What follows belongs to an exercise in optimizing a design on an open flow for small area, a short achievable clock period and few clock cycles per item; a production flow would make more cautious choices. Function was checked by simulation only, so behaviour that the tests miss may differ from the original.

**flow/run.sh**
```bash
#!/bin/bash
# synth_recipe.tcl (not shown) runs the flow's synth.tcl, then flattens the netlist and writes it again
# the make line also repeats each setting of config.mk as NAME=value (left out here)
make -C /OpenROAD-flow-scripts/flow DESIGN_CONFIG=/design/flow/config.mk WORK_HOME=/design/flow/orfs CLKGATE_MAP_FILE= SYNTH_SCRIPT=/design/flow/synth_recipe.tcl finish
```
**flow/config.mk**
```make
export PLATFORM = sky130hd
export DESIGN_NAME = mdu_rv64
export DESIGN_NICKNAME = mdu_rv64
export VERILOG_FILES = /design/flow/design.v
export SDC_FILE = /design/flow/constraint.sdc
export NUM_CORES = 4
export LEC_CHECK = 0
export CAP_MARGIN = 20
export CORE_MARGIN = 2
export CORE_UTILIZATION = 35
export PLACE_DENSITY = 0.5
export SETUP_SLACK_MARGIN = 0.3
export SLEW_MARGIN = 20
```
**flow/design.v**
```verilog
`timescale 1ns/1ps
`default_nettype none
module mdu_rv64 #(
    parameter int XLEN = 64
)(
    input  wire                 clk,
    input  wire                 rst_n,
    input  wire                 req_valid,
    output logic                req_ready,
    input  wire [XLEN-1:0]      rs1_data,
    input  wire [XLEN-1:0]      rs2_data,
    input  wire [2:0]           funct3,
    input  wire                 is_word_op,
    output logic                resp_valid,
    output logic [XLEN-1:0]     result
);
    localparam logic [2:0] F3_MUL    = 3'b000;
    localparam logic [2:0] F3_MULH   = 3'b001;
    localparam logic [2:0] F3_MULHSU = 3'b010;
    localparam logic [2:0] F3_MULHU  = 3'b011;
    localparam logic [2:0] F3_DIV    = 3'b100;
    localparam logic [2:0] F3_DIVU   = 3'b101;
    localparam logic [2:0] F3_REM    = 3'b110;
    localparam logic [2:0] F3_REMU   = 3'b111;
    typedef enum logic [2:0] {
        S_IDLE,
        S_MUL_STAGE1,
        S_MUL_STAGE2,
        S_MUL_DONE,
        S_DIV_COMPUTE,
        S_DIV_DONE
    } state_t;
    state_t state, next_state;
    logic [XLEN-1:0]  op1_reg, op2_reg;
    logic [2:0]       funct3_reg;
    logic             is_word_reg;
    logic             op1_signed, op2_signed;
    logic             is_div_op;
    logic             result_negate;
    logic             remainder_negate;
    logic signed [XLEN:0]       mul_op1_signed;
    logic signed [XLEN:0]       mul_op2_signed;
    logic signed [2*XLEN+1:0]   mul_result_full;
    logic [2*XLEN-1:0]          mul_result_reg;
    logic [XLEN-1:0]  dividend_reg;
    logic [XLEN-1:0]  divisor_reg;
    logic [XLEN-1:0]  quotient_reg;
    logic [XLEN-1:0]  remainder_reg;
    logic [6:0]       div_counter;
    logic             div_by_zero;
    logic             div_overflow;
    wire [6:0] div_iterations = is_word_reg ? 7'd32 : 7'd64;
    wire [XLEN-1:0] op1_word = is_word_op ?
        (op1_signed ? {{32{rs1_data[31]}}, rs1_data[31:0]} : {32'b0, rs1_data[31:0]}) :
        rs1_data;
    wire [XLEN-1:0] op2_word = is_word_op ?
        (op2_signed ? {{32{rs2_data[31]}}, rs2_data[31:0]} : {32'b0, rs2_data[31:0]}) :
        rs2_data;
    logic [5:0]      bit_idx;
    logic [XLEN:0]   temp_remainder;
    logic [XLEN-1:0] div_q_final;
    logic [XLEN-1:0] div_r_final;
    always_comb begin
        bit_idx        = (is_word_reg ? 6'd31 : 6'd63) - div_counter[5:0];
        temp_remainder = {remainder_reg, dividend_reg[bit_idx]};
    end
    always_comb begin
        div_q_final = result_negate    ? -quotient_reg  : quotient_reg;
        div_r_final = remainder_negate ? -remainder_reg : remainder_reg;
    end
    always_comb begin
        op1_signed = 1'b0;
        op2_signed = 1'b0;
        is_div_op  = 1'b0;
        case (funct3)
            F3_MUL:    begin op1_signed = 1'b1; op2_signed = 1'b1; end
            F3_MULH:   begin op1_signed = 1'b1; op2_signed = 1'b1; end
            F3_MULHSU: begin op1_signed = 1'b1; op2_signed = 1'b0; end
            F3_MULHU:  begin op1_signed = 1'b0; op2_signed = 1'b0; end
            F3_DIV:    begin op1_signed = 1'b1; op2_signed = 1'b1; is_div_op = 1'b1; end
            F3_DIVU:   begin op1_signed = 1'b0; op2_signed = 1'b0; is_div_op = 1'b1; end
            F3_REM:    begin op1_signed = 1'b1; op2_signed = 1'b1; is_div_op = 1'b1; end
            F3_REMU:   begin op1_signed = 1'b0; op2_signed = 1'b0; is_div_op = 1'b1; end
            default: ;
        endcase
    end
    wire mul_op1_sgn_r = (funct3_reg == F3_MUL) || (funct3_reg == F3_MULH) ||
                         (funct3_reg == F3_MULHSU);
    wire mul_op2_sgn_r = (funct3_reg == F3_MUL) || (funct3_reg == F3_MULH);
    always_ff @(posedge clk) begin
        if (state == S_MUL_STAGE1) begin
            mul_op1_signed <= mul_op1_sgn_r ? $signed({op1_reg[XLEN-1], op1_reg}) :
                                              $signed({1'b0,            op1_reg});
            mul_op2_signed <= mul_op2_sgn_r ? $signed({op2_reg[XLEN-1], op2_reg}) :
                                              $signed({1'b0,            op2_reg});
        end
        if (state == S_MUL_STAGE2)
            mul_result_full <= mul_op1_signed * mul_op2_signed;
    end
    always_comb begin
        next_state = state;
        case (state)
            S_IDLE: begin
                if (req_valid && req_ready) begin
                    if (is_div_op)
                        next_state = S_DIV_COMPUTE;
                    else
                        next_state = S_MUL_STAGE1;
                end
            end
            S_MUL_STAGE1:  next_state = S_MUL_STAGE2;
            S_MUL_STAGE2:  next_state = S_MUL_DONE;
            S_MUL_DONE:    next_state = S_IDLE;
            S_DIV_COMPUTE: begin
                if (div_counter >= (div_iterations - 7'd1) || div_by_zero || div_overflow)
                    next_state = S_DIV_DONE;
            end
            S_DIV_DONE:    next_state = S_IDLE;
            default:       next_state = S_IDLE;
        endcase
    end
    always_ff @(posedge clk or negedge rst_n) begin
        if (!rst_n) begin
            state            <= S_IDLE;
            req_ready        <= 1'b1;
            resp_valid       <= 1'b0;
            result           <= '0;
            op1_reg          <= '0;
            op2_reg          <= '0;
            funct3_reg       <= '0;
            is_word_reg      <= 1'b0;
            mul_result_reg   <= '0;
            dividend_reg     <= '0;
            divisor_reg      <= '0;
            quotient_reg     <= '0;
            remainder_reg    <= '0;
            div_counter      <= '0;
            div_by_zero      <= 1'b0;
            div_overflow     <= 1'b0;
            result_negate    <= 1'b0;
            remainder_negate <= 1'b0;
        end else begin
            state <= next_state;
            case (state)
                S_IDLE: begin
                    resp_valid <= 1'b0;
                    if (req_valid && req_ready) begin
                        req_ready   <= 1'b0;
                        funct3_reg  <= funct3;
                        is_word_reg <= is_word_op;
                        op1_reg     <= op1_word;
                        op2_reg     <= op2_word;
                        if (is_div_op) begin
                            div_counter <= '0;
                            div_by_zero <= (op2_word == '0);
                            if (op1_signed && op2_signed) begin
                                if (is_word_op)
                                    div_overflow <= (rs1_data[31:0] == 32'h8000_0000) &&
                                                    (rs2_data[31:0] == 32'hFFFF_FFFF);
                                else
                                    div_overflow <= (rs1_data == 64'h8000_0000_0000_0000) &&
                                                    (rs2_data == 64'hFFFF_FFFF_FFFF_FFFF);
                            end else begin
                                div_overflow <= 1'b0;
                            end
                            if (funct3 == F3_DIV) begin
                                result_negate    <= (op1_word[XLEN-1] ^ op2_word[XLEN-1]) &&
                                                    op1_signed && (op2_word != '0);
                                remainder_negate <= op1_word[XLEN-1] && op1_signed;
                            end else if (funct3 == F3_REM) begin
                                result_negate    <= op1_word[XLEN-1] && op1_signed;
                                remainder_negate <= op1_word[XLEN-1] && op1_signed;
                            end else begin
                                result_negate    <= 1'b0;
                                remainder_negate <= 1'b0;
                            end
                            dividend_reg  <= (op1_signed && op1_word[XLEN-1]) ? -op1_word : op1_word;
                            divisor_reg   <= (op2_signed && op2_word[XLEN-1]) ? -op2_word : op2_word;
                            quotient_reg  <= '0;
                            remainder_reg <= '0;
                        end
                    end
                end
                S_MUL_STAGE1, S_MUL_STAGE2: ;
                S_MUL_DONE: begin
                    resp_valid <= 1'b1;
                    req_ready  <= 1'b1;
                    case (funct3_reg)
                        F3_MUL: begin
                            if (is_word_reg)
                                result <= {{32{mul_result_full[31]}}, mul_result_full[31:0]};
                            else
                                result <= mul_result_full[XLEN-1:0];
                        end
                        F3_MULH, F3_MULHSU, F3_MULHU:
                            result <= mul_result_full[2*XLEN-1:XLEN];
                        default:
                            result <= mul_result_full[XLEN-1:0];
                    endcase
                end
                S_DIV_COMPUTE: begin
                    if (!div_by_zero && !div_overflow) begin
                        if (temp_remainder >= {1'b0, divisor_reg}) begin
                            remainder_reg <= temp_remainder[XLEN-1:0] - divisor_reg;
                            quotient_reg  <= {quotient_reg[XLEN-2:0], 1'b1};
                        end else begin
                            remainder_reg <= temp_remainder[XLEN-1:0];
                            quotient_reg  <= {quotient_reg[XLEN-2:0], 1'b0};
                        end
                        div_counter <= div_counter + 1;
                    end
                end
                S_DIV_DONE: begin
                    resp_valid <= 1'b1;
                    req_ready  <= 1'b1;
                    if (div_by_zero) begin
                        case (funct3_reg)
                            F3_DIV, F3_DIVU: result <= '1;
                            F3_REM, F3_REMU: begin
                                if (is_word_reg)
                                    result <= {{32{op1_reg[31]}}, op1_reg[31:0]};
                                else
                                    result <= op1_reg;
                            end
                            default: result <= '0;
                        endcase
                    end else if (div_overflow) begin
                        case (funct3_reg)
                            F3_DIV: begin
                                if (is_word_reg)
                                    result <= {{32{1'b1}}, 32'h8000_0000};
                                else
                                    result <= 64'h8000_0000_0000_0000;
                            end
                            F3_REM: result <= '0;
                            default: result <= '0;
                        endcase
                    end else begin
                        case (funct3_reg)
                            F3_DIV, F3_DIVU: begin
                                if (is_word_reg)
                                    result <= {{32{div_q_final[31]}}, div_q_final[31:0]};
                                else
                                    result <= div_q_final;
                            end
                            F3_REM, F3_REMU: begin
                                if (is_word_reg)
                                    result <= {{32{div_r_final[31]}}, div_r_final[31:0]};
                                else
                                    result <= div_r_final;
                            end
                            default: result <= '0;
                        endcase
                    end
                end
                default: begin
                    req_ready  <= 1'b1;
                    resp_valid <= 1'b0;
                end
            endcase
        end
    end
endmodule
```
**flow/constraint.sdc**
```tcl
create_clock -name core_clock -period 11.0 [get_ports {clk}]
set_input_delay 2.2000 -clock core_clock [delete_from_list [all_inputs] [get_ports {clk}]]
set_output_delay 2.2000 -clock core_clock [all_outputs]
set_load 0.01 [all_outputs]
```
==> results.txt <==
[metrics by stage]
stage | std cells | area (um2) | hold WS [ps] | util [%]
6_report | 25614 | 194000 | 445 | 37.8
5_1_grt | 25606 | 194000 | 457 | 37.8
4_1_cts | 25578 | 193000 | 444 | 37.7
3_5_place_dp | 25407 | 190000 | 429 | 37.2
3_3_place_gp | 25407 | 190000 | 431 | 37.2
2_1_floorplan | 19254 | 180000 | 425 | -
[critical path: cells and delay by family (launching register included)]
| family | cells | cell delay [ps] |
|---|---|---|
| flops | 1 | 950 |
| buf+inv | 4 | 490 |
| xor+xnor | 1 | 540 |
| simple gates | 3 | 650 |
| fa+ha+maj | 11 | 5590 |
| compound gates | 7 | 1900 |
[per-layer routing]
layer	wire, um	track usage [%]
met2	293000	40.0
met5	162	0
met3	32500	2.79
met1	268000	33.2
met4	16700	5.72
[what timing repair did]
item	in CTS	in global routing
endpoints found under the setup margin	6	20
cloned	0	0
pin swaps	0	2
gates resized for setup	0	9
setup buffers	6	23
[kinds of logic after synthesis]
group	count (synthesis)	synth area share [%]
xor+xnor	448	2.18
simple gates	5908	16.0
fa+ha+maj	4985	53.4
flops	726	10.8
mux	70	0.539
buf+inv	5421	11.3
compound gates	1696	5.74
[path summary, 6_finish.rpt]
path                                            end                from  cells after the start  slack (ps)
worst max register to register  mul_result_full[98]  mul_op1_signed[51]                     26         560
worst max-delay path            mul_result_full[98]  mul_op1_signed[51]                     26         560
worst min register to register   mul_op2_signed[42]         op2_reg[42]                      0         440
min in group asynchronous          dividend_reg[44]               rst_n                      1        1590
worst min-delay path             mul_op2_signed[42]         op2_reg[42]                      0         440
max in group asynchronous          quotient_reg[32]               rst_n                      2        7820
[cells in the mapped netlist (all sizes together), types with 79 or more instances]
library cell     n
a21o           110
a21oi          465
and2          2086
clkbuf        1178
dfrtp          467
edfxtp         258
fa            4469
ha             516
inv           4202
nand2         2954
nor2           323
o21ai          626
o31ai           79
xnor2          216
xor2           232
[cell type report]
type | instances | area [um2]
antenna | 13 | 32.5
fill | 51538 | 319000
timing repair buffer | 644 | 7030
inverter | 4202 | 15800
clock buffer | 122 | 2540
multi-input combinational | 13107 | 140000
sequential | 726 | 19500
clock inverter | 43 | 345
tap | 6757 | 8450
==> results.txt <==
clock root buffer master=clkbuf_16; sequential area share after synthesis=around 11%; aggregate routed wire length=611000 um; EDFF count, synth=around 260; CTS Hold Buffers Added=0; total of endpoints with negative setup slack in the final report=0; Die H=around 720 um; period utilization=94.9%; Post-Place Worst Slack=268 ps; peak per-stage delay on the critical path=950 ps; detailed placement HPWL=506000 um; row count=263; peak fanout along the critical path=15; total track usage=a little under a quarter; data required time of the critical path=~11000 ps; die width=721 um; minimum setup slack in the final design=about 560 ps; Area Overhead vs Synth=7.76%; worst endpoint data arrival time=around 11000 ps; combined area of all synthesized cells=~180000 um2; 1st-iter DRT viols=around 9.0k; worst-margin pin slew=~1100 ps; Post-synth ARST share=between 60 and 70%; slowest CP cell=edfxtp_1; most common cell after layout, fill and taps aside=fa_1; RSZ-0062 raised after global routing=yes; max_slew headroom=roughly a quarter; Fin. Hold Viols=0; count of pins on the block boundary=around 200; Synth area leader=fa_1; starting density of the core=35.1%; global-route wire length before repair=between 900000 and 1000000 um; per-cell routed wire length=23.8 um; synthesized flop and latch total=726; number of levels the H-tree was split into=3; path class of the lowest-slack min-delay path=flip-flop to flip-flop; max FFs per register=~130; global route overflow=0; CORE AREA=512000 um2; endpoint type of the worst setup path=flip-flop; clock buffer count from CTS=90; startpoint type of the worst setup path=flip-flop; Port Buf Inserts=200; clock buffer depth=3; maximum number of pins on one net before global-route repair=160; Most used DFF post-synth=dfrtp_1; worst clock skew=46.3 ps; net count of the finished layout=23.9k; CP Class=flip-flop to flip-flop; number of library cell types mapped by synthesis=95; number of warning messages in the yosys log=1; fin. max-slew vios=0; clock-pin slew on the worst setup and hold paths=60 ps; via count of the first global-routing pass=~140k; routed via count divided by cell count=5.03; result of the run=finished clean; count of mapped cells out of synthesis=19.3k; number of clock sinks seen by CTS=726; layout cell share with drive strength beyond 1=3.69%; Largest regs=mul_result_full (128), mul_op1_signed (65), mul_op2_signed (65); Final min period=around 10000 ps; f_max=0.0958 GHz; portion of synthesized cell area occupied by the leading cell type=between 40% and 50%; DRC Markers=0; cell types with the largest area share after synthesis=fa_1, inv_1, and2_1, dfrtp_1, nand2_1; TritonCTS clock tree=built; number of antenna violations at the first check in global routing=37; register with the most flip-flops=mul_result_full; Die ar.=519000 um2; total number of vias=129k; most used cells in the layout excluding fill and tap cells=fa_1, inv_1, nand2_1, and2_1, o21ai_0; Mapped Avg Cell Area=9.34 um2; cell mode on critical path=fa_1; syn nets=24.4k; count of nets left with antenna violations after detail routing=0; Max-Cap Viols=0; GP Congestion=0.933; router iterations before antenna repair=6; clock latency of the later-clocked register in the worst-skew pair=roughly 740 ps; final-layout setup total negative slack=0 ps
Testbench counts, summed over its fixed seeds: cycles 62,970, items 2,400.

-- separate check: timing with driven ports --
Ports are ideal in the flow. The routed layout listed here was re-timed in OpenROAD. Step 1: set_driving_cell puts a clkbuf_16 on clk and a buf_2 on each other input, an assumption about the parent block. Step 2 adds t to the input delays and takes it off the output delays; t is the mean of the earliest and latest rising clock arrival at the registers after step 1. Input paths then give back, and output paths get back, about the clock's delay inside the block. a / b / c = ideal ports / drivers / drivers and shift; a / b = the first two.
t (ns): 0.790
slack for setup (ns): 0.557 / 0.557 / 0.557
clock arrival spread, ns: 0.047 / 0.048
worst data-port slew with drivers (ns): 0.08
After both steps setup and hold are still met in this run. For this run, drivers alone change the setup slack by 0.000 ns; drivers and shift together by 0.000 ns.
